What follows belongs to an exercise in optimizing a design on an open flow for small area; a production flow would make more cautious choices. Function was checked by simulation only, so behaviour that the tests miss may differ from the original.

==> flow/design.v <==
module rob(
    input  logic        clk,
    input  logic        rst,
    input  logic        decode,
    input  logic [4:0]  rdaddr,
    input  logic [5:0]  pr,
    input  logic [63:0] current_pc,
    input  logic        exception,
    output logic [4:0]  rd_rob,        
    output logic        full,
    input  logic        reorder,
    input  logic [4:0]  result_rd_tag,
    output logic [5:0]  rob_pr,        
    input  logic        writeback,
    output logic        wb_ready,
    output logic [4:0]  rd_id,
    output logic [5:0]  wb_pr,
    output logic [63:0] wb_pc,
    output logic        wb_exception
    );
    logic [75:0] rob_data [32];
    logic [31:0] rob_rd_v;             
    logic [32*76-1:0] all_data;
    logic [32*6-1:0]  pr_data;
    logic [4:0]  head, tail;
    logic        full_r;
    logic [31:0] wsel, wsel_n;         
    logic [4:0]  ctag;                 
    logic [31:0] last_oh;              
    logic [31:0] ctag_oh;              
    logic empty, do_decode, do_commit;
    logic [4:0]  tail_nx;
    logic        full_nx;
    logic [31:0] head_oh, tail_oh, rtag_oh;
    always_comb begin
        for (int k = 0; k < 32; k++) begin
            head_oh[k] = (head == k[4:0]);
            tail_oh[k] = (tail == k[4:0]);
            rtag_oh[k] = (result_rd_tag == k[4:0]);
        end
    end
    assign rd_rob    = tail;
    assign full      = full_r;
    assign empty     = (head == tail) && !full_r;
    assign do_decode = decode && !full_r;
    assign do_commit = writeback && !empty && |(rob_rd_v & head_oh);
    always_comb begin
        if (rst) begin
            tail_nx = '0;
            full_nx = 1'b0;
        end else begin
            tail_nx = do_decode ? tail + 5'd1 : tail;
            if (do_decode && !do_commit && (tail + 5'd1 == head)) full_nx = 1'b1;
            else if (do_commit && !do_decode)                     full_nx = 1'b0;
            else                                                  full_nx = full_r;
        end
    end
    always_comb
        for (int k = 0; k < 32; k++) begin
            all_data[k*76 +: 76] = rob_data[k];
            pr_data[k*6 +: 6]    = rob_data[k][70:65];
        end
    rob_wsel u_wsel (.tail(tail), .full(full_r), .wsel(wsel), .wsel_n(wsel_n));
    rob_dec  u_ctag (.a(ctag), .oh(ctag_oh));
    always_ff @(posedge clk) begin
        for (int k = 0; k < 32; k++)
            rob_data[k] <= ({76{wsel[k]}}   & {rdaddr, pr, current_pc, exception})
                         | ({76{wsel_n[k]}} & rob_data[k]);
    end
    always_ff @(posedge clk) begin
        tail   <= tail_nx;
        full_r <= full_nx;
        if (rst) begin
            rob_rd_v <= '0;
            head     <= 0;
            wb_ready <= 0;
        end
        else begin
            for (int k = 0; k < 32; k++) begin
                if (do_decode && tail_oh[k]) rob_rd_v[k] <= 1'b0;
                if (reorder && rtag_oh[k])   rob_rd_v[k] <= 1'b1;
                if (do_commit && head_oh[k]) rob_rd_v[k] <= 1'b0;
            end
            if (do_commit) head <= head + 1;
            wb_ready <= do_commit;
        end
    end
    always_ff @(posedge clk) begin
        last_oh <= head_oh;
        ctag    <= result_rd_tag;
    end
    logic [75:0] w;
    logic [5:0]  p;
    rob_rd32 #(.W(76)) u_rd_wb (.sel(last_oh), .data(all_data), .q(w));
    rob_rd32 #(.W(6))  u_rd_pr (.sel(ctag_oh), .data(pr_data),  .q(p));
    assign {rd_id, wb_pr, wb_pc, wb_exception} = w;
    assign rob_pr = p;
endmodule
module rob_wsel(
    input  logic [4:0]  tail,
    input  logic        full,
    output logic [31:0] wsel,
    output logic [31:0] wsel_n
    );
    always_comb begin
        for (int k = 0; k < 32; k++) begin
            wsel[k]   = (tail == k[4:0]) && !full;
            wsel_n[k] = !wsel[k];
        end
    end
endmodule
module rob_dec(
    input  logic [4:0]  a,
    output logic [31:0] oh
    );
    always_comb
        for (int k = 0; k < 32; k++) oh[k] = (a == k[4:0]);
endmodule
module rob_rd32 #(parameter int W = 76) (
    input  logic [31:0]  sel,
    input  logic [32*W-1:0] data,      
    output logic [W-1:0] q
    );
    logic [11*W-1:0] g;                
    for (genvar j = 0; j < 10; j++) begin : grp
        for (genvar b = 0; b < W; b++) begin : bit_
            rob_aoi3 u (.s(sel[3*j +: 3]),
                        .d({data[(3*j+2)*W + b], data[(3*j+1)*W + b], data[3*j*W + b]}),
                        .y(g[j*W + b]));
        end
    end
    for (genvar b = 0; b < W; b++) begin : last_
        assign g[10*W + b] = ~((sel[30] & data[30*W + b]) | (sel[31] & data[31*W + b]));
    end
    always_comb begin
        q = '0;
        for (int j = 0; j < 11; j++) q = q | ~g[j*W +: W];
    end
endmodule
module rob_aoi3(
    input  logic [2:0] s,
    input  logic [2:0] d,
    output logic       y
    );
    assign y = ~|(s & d);
endmodule
Settings: LEC_CHECK=0, CAP_MARGIN=20, CORE_MARGIN=2, CORE_UTILIZATION=60, SLEW_MARGIN=20, SYNTH_HIERARCHICAL=1, SYNTH_MINIMUM_KEEP_SIZE=0; clock period 5.0 ns.
standard.sh (not shown) runs the stock make flow with config.mk's settings and CLKGATE_MAP_FILE= SYNTH_SCRIPT=/design/flow/synth_recipe.tcl, a recipe that flattens the netlist after the stock synthesis.
==> flow/flow/run.sh <==
#!/bin/bash
# Layout flow: the standard ORFS flow (standard.sh, with the standard
# synthesis), changed only in how the layout is built:
#  - the port buffers are buf_1 cells (the default picks a clkdlybuf4s50_1);
#  - clock tree synthesis uses clkbuf_8 cells for sink clusters of up to 16
#    flip-flops within 50 um, and inserts no dummy loads.
# Everything ORFS prints goes to flow_make.log in this folder; each step's
# own log stays under orfs/logs/.
set -euo pipefail
cts="-sink_clustering_enable -repair_clock_nets -dont_use_dummy_load"
cts+=" -buf_list sky130_fd_sc_hd__clkbuf_8"
cts+=" -sink_clustering_size 16 -sink_clustering_max_diameter 50"
bash standard.sh \
    "CTS_ARGS=$cts" \
    "BUFFER_PORTS_ARGS=-buffer_cell sky130_fd_sc_hd__buf_1" \
    finish > flow_make.log 2>&1
Change:
--- a/flow/design.v
+++ b/flow/design.v
@@ -32,9 +32,8 @@
     logic [4:0]  tail_nx;
     logic        full_nx;
-    logic [31:0] head_oh, tail_oh, rtag_oh;
+    logic [31:0] head_oh, rtag_oh;
     always_comb begin
         for (int k = 0; k < 32; k++) begin
             head_oh[k] = (head == k[4:0]);
-            tail_oh[k] = (tail == k[4:0]);
             rtag_oh[k] = (result_rd_tag == k[4:0]);
         end
@@ -78,5 +77,4 @@
         else begin
             for (int k = 0; k < 32; k++) begin
-                if (do_decode && tail_oh[k]) rob_rd_v[k] <= 1'b0;
                 if (reorder && rtag_oh[k])   rob_rd_v[k] <= 1'b1;
                 if (do_commit && head_oh[k]) rob_rd_v[k] <= 1'b0;
What happened: Core utilization is about the same; synthesized area fell by 0.34%; sequential cell count stays the same; setup slack gets better by 0.12 ns; wire length drops by 1.3%; global-route usage goes down by 0.52 points; cell count is lower by 0.55%.

## afterwards: timing with drivers on the ports
Ports are ideal in the flow. The routed layouts listed here were re-timed in OpenROAD. Step 1 (the two cells are an assumption about what drives the block):
set clk [get_ports {clk}]
set_driving_cell -lib_cell sky130_fd_sc_hd__clkbuf_16 $clk
set_driving_cell -lib_cell sky130_fd_sc_hd__buf_2 [delete_from_list [all_inputs] $clk]
Step 2 times the ports against the registers' clock, not the clock port: input delays grow and output delays shrink by t, the midpoint of the rising clock arrivals with the driver on. a / b / c = ideal / step 1 / step 2; a / b = the first two.
| run | t, ns | slack for setup (ns) | worst setup path after step 2 | latest minus earliest clock arrival (ns) | worst data-port slew with drivers (ns) |
|---|---|---|---|---|---|
| the first run | 1.040 | 0.093 / 0.006 / 1.046 | register to output | 0.076 / 0.076 | 0.07 |
| the second run | 1.011 | 0.213 / 0.130 / 1.142 | register to output | 0.079 / 0.079 | 0.17 |
After both steps every run listed still meets setup and hold.
